This design comes from an exercise in tuning for small area, a short achievable clock period and few clock cycles on the open sky130 flow, not from production work.
Function was checked by simulation only, so behaviour that the tests miss may differ from the original.
No activity file was given, so power comes from the tool's default toggle rates.

==> flow/design.v <==
module top_v1b (
    input clk,
    input rst,
    input wr,
    input [2:0] address,
    input [7:0] wdata,
    output [7:0] rdata,
    output busy
);
reg [7:0] ah, al, bh, bl;
always @(posedge clk) if (wr) begin
    case (address)
    3'd0: ah <= wdata;
    3'd1: al <= wdata;
    3'd2: bh <= wdata;
    3'd3: bl <= wdata;
    default: ;
    endcase
end
wire sa = ah[7];
wire sb = bh[7];
wire xs = sa ^ sb;
wire [14:0] ma = sa ? -{ah[6:0], al} : {ah[6:0], al};
wire [14:0] mb = sb ? -{bh[6:0], bl} : {bh[6:0], bl};
wire ma_zero = (ma == 15'd0);
wire mb_zero = (mb == 15'd0);
function [3:0] blen(input [14:0] v);
    integer j;
    begin
        blen = 4'd0;
        for (j = 0; j < 15; j = j + 1) if (v[j]) blen = j + 1;
    end
endfunction
wire [3:0] la = blen(ma);
wire [3:0] lb = blen(mb);
wire [4:0] ediff = {1'b0, la} - {1'b0, lb};      
wire       eneg = ediff[4];                      
reg        Status;
reg        o_mul, o_div, o_frc, o_sqr;           
reg [4:0]  cnt;
reg        fix;      
reg        fr;       
reg [31:0] X;
reg [16:0] Ax;
reg [15:0] Bx;
assign busy = Status;
reg [7:0] xb;
always @* case (address[1:0])
    2'd0: xb = X[31:24];
    2'd1: xb = X[23:16];
    2'd2: xb = X[15:8];
    default: xb = X[7:0];
endcase
assign rdata = address[2] ? {7'b0, Status & (address[1:0] == 2'd0)} : xb;
wire start = wr && (address == 3'd4);
wire [1:0] nop = wdata[1:0];
wire [3:0] pa = 4'd8 - {1'b0, la[3:1]} - {3'b0, la[0]};    
wire [3:0] sh = (nop == 2'd3) ? {pa[2:0], 1'b0} :
                (nop == 2'd0) ? 4'd0 - {lb[3:0]} :          
                (eneg ? 4'd0 : ediff[3:0]);
wire [15:0] bsrc = (nop == 2'd3) ? {1'b0, ma} : {1'b0, mb};
wire [15:0] bnorm = bsrc << sh;
wire [4:0] ediv = (eneg | mb_zero) ? 5'd0 : ediff + 5'd1;
wire [4:0] n0 = (nop == 2'd0) ? {1'b0, lb} :
                (nop == 2'd1) ? ediv :
                (nop == 2'd2) ? (mb_zero ? 5'd0 : ediv + 5'd16) :
                (ma_zero ? 5'd0 : {1'b0, 4'd8 - pa} + 5'd8);
reg [18:0] opa, opb;
always @* begin
    opa = 19'd0; opb = 19'd0;
    if (o_mul) begin opa = {3'b0, X[14:0], 1'b0}; opb = Bx[15] ? {2'b0, Ax} : 19'd0; end
    if (o_sqr) begin opa = {Ax, Bx[15:14]};       opb = {1'b0, X[23:8], 2'b01}; end
    if (o_div | o_frc) begin
        opa = fr ? {1'b0, Ax, 1'b0} : {2'b0, Ax};
        opb = {3'b0, Bx};
    end
end
wire [19:0] sum = o_mul ? {1'b0, opa} + {1'b0, opb} : {1'b0, opa} - {1'b0, opb};
wire ge = ~sum[19];
wire [15:0] xhi = X[30:15];
wire [15:0] xhi_inc = sum[16] ? xhi + 16'd1 : xhi;
wire [14:0] q = X[14:0];
wire [15:0] qfix = mb_zero ? (ma_zero ? 16'h4000 : 16'h7FFF) : {1'b0, q};
wire [14:0] qneg = -qfix[14:0];
wire [15:0] rneg = -Ax[15:0];
always @(posedge clk) begin
    if (!Status) begin
        cnt <= n0;
        fr <= (nop == 2'd2) && (ediv == 5'd0);
        Ax <= (nop == 2'd3) ? 17'd0 : {2'b0, ma};
        Bx <= bnorm;
        o_mul <= (nop == 2'd0);
        o_div <= (nop == 2'd1);
        o_frc <= (nop == 2'd2);
        o_sqr <= (nop == 2'd3);
    end else begin
        cnt <= cnt - 5'd1;
        if (cnt == 5'd17) fr <= 1'b1;
        if (o_sqr | o_div | o_frc) Ax <= ge ? sum[16:0] : opa[16:0];
        if (o_mul) Bx <= {Bx[14:0], 1'b0};
        else if (o_sqr) Bx <= {Bx[13:0], 2'b00};
        else if (!(fr || (o_frc && cnt == 5'd17))) Bx <= {1'b0, Bx[15:1]};
    end
end
reg [31:0] xinit, xstep;
always @* begin
    if (nop == 2'd2 && mb_zero)
        xinit = ma_zero ? 32'h40000000 : (ma == 15'h4000) ? 32'h7FFF8000 : 32'h7FFFFFFF;
    else
        xinit = 32'd0;
    if (cnt != 5'd0) begin
        if (o_mul) xstep = {xhi_inc, sum[15:0]};
        else if (o_sqr) xstep = {8'b0, X[22:8], ge, 8'b0};
        else xstep = {X[30:0], ge};
    end else begin
        xstep[31:16] = xs ? {1'b1, qneg} : qfix;
        xstep[15:0]  = xs ? rneg : Ax[15:0];
    end
end
always @(posedge clk) if (start | Status) X <= Status ? xstep : xinit;
always @(posedge clk) begin
    if (rst) begin
        Status <= 1'b0;
        fix <= 1'b0;
    end else if (start) begin
        fix <= (nop == 2'd1);
        Status <= (n0 != 5'd0) || (nop == 2'd1);
    end else if (Status) begin
        if (cnt != 5'd0) begin
            if (cnt == 5'd1 && !fix) Status <= 1'b0;
        end else begin
            fix <= 1'b0;
            Status <= 1'b0;
        end
    end
end
endmodule
Settings: LEC_CHECK=0, ABC_AREA=1, CAP_MARGIN=20, CORE_MARGIN=2, CORE_UTILIZATION=40, PLACE_DENSITY=0.6, SETUP_SLACK_MARGIN=3.4, SLEW_MARGIN=20; clock period 8.0 ns.
standard.sh (not shown) runs the stock make flow with config.mk's settings and CLKGATE_MAP_FILE= SYNTH_SCRIPT=/design/flow/synth_recipe.tcl, a recipe that flattens the netlist after the stock synthesis.
==> flow/flow/run.sh <==
#!/bin/bash
# The standard layout, with two changes to how it is made:
#  - ports are buffered with buf_4 instead of the delay buffer buffer_ports picks;
#  - timing repair may resize cells across footprints.
# The make output (every ORFS step, plus ORFS's own per-step logs under orfs/logs)
# goes to flow_make.log in this folder.
set -euo pipefail
bash standard.sh MATCH_CELL_FOOTPRINT=0 "BUFFER_PORTS_ARGS=-buffer_cell sky130_fd_sc_hd__buf_4" finish > flow_make.log 2>&1
Testbench counts at the start, summed over its fixed seeds: cycles 157,093.
Edit:
- CORE_UTILIZATION: 40 -> 60
- PLACE_DENSITY: 0.6 -> 0.8
- SETUP_SLACK_MARGIN: 3.4 -> 3.2
The changed run completed without violations.
Core utilization climbs by 20 points.
Non-clock buffer count drops by 30.
Count of clock-buffer cells in the layout does not change.
Total power drops by 2.1%.
Worst setup slack degrades by 230 ps.
Synthesized cell count stays the same.
Wire length drops by 5.4%.
Synthesized area stays the same.
Edit:
- CORE_UTILIZATION: 60 -> 40
- PLACE_DENSITY: 0.8 -> 0.6
Outcome: Die area grows by about 50%. Wire length went up by about 5.3%. Setup slack improves by 80 ps. Sequential power stays flat. Final area went up by 1.7%. Via count went down by 3.2%. Hold slack is better by 14 ps.
Edit:
==> flow/run.sh (new file) <==
#!/bin/bash
# synth_recipe.tcl (not shown) runs the flow's synth.tcl, then flattens the netlist and writes it again
# the make line also repeats each setting of config.mk as NAME=value (left out here)
make -C /OpenROAD-flow-scripts/flow DESIGN_CONFIG=/design/flow/config.mk WORK_HOME=/design/flow/orfs CLKGATE_MAP_FILE= SYNTH_SCRIPT=/design/flow/synth_recipe.tcl finish
- SETUP_SLACK_MARGIN: 3.2 -> 3.6
removed: flow/flow/run.sh
removed: flow/standard.sh
The new run produced a clean layout.
Sequential share of layout area goes down by 3.1 points.
Global-route usage goes up by 1.0 points.
Clock skew barely changes.
Fmax goes up by 3.3%.
Routed wire length goes up by 9.1%.
Clock power goes up by about 1%.

separate check: timing with driven ports:
Ports are ideal in the flow. The routed layouts listed here were re-timed in OpenROAD.
Step 1: set_driving_cell puts a clkbuf_16 on clk and a buf_2 on each other input, an assumption about the parent block.
Step 2 also shifts input and output timing later by t, the mid clock arrival at the registers, as if the neighbouring blocks saw the same clock.
Slacks: no drivers / after step 1 / after step 2; pairs: no drivers / after step 1.
run	t (ns)	setup slack, ns	hold WS [ns]
the first run	0.423	3.522 / 3.491 / 3.491	0.511 / 0.511 / 0.511
the second run	0.430	3.295 / 3.270 / 3.270	0.496 / 0.496 / 0.496
the third run	0.428	3.375 / 3.345 / 3.345	0.510 / 0.510 / 0.510
the fourth run	0.433	3.522 / 3.522 / 3.357	0.508 / 0.508 / 0.508
After both steps setup and hold are still met in every run listed. The setup slack of the fourth run, which loses most, moves by 0.000 ns with the drivers and by -0.165 ns with both steps.
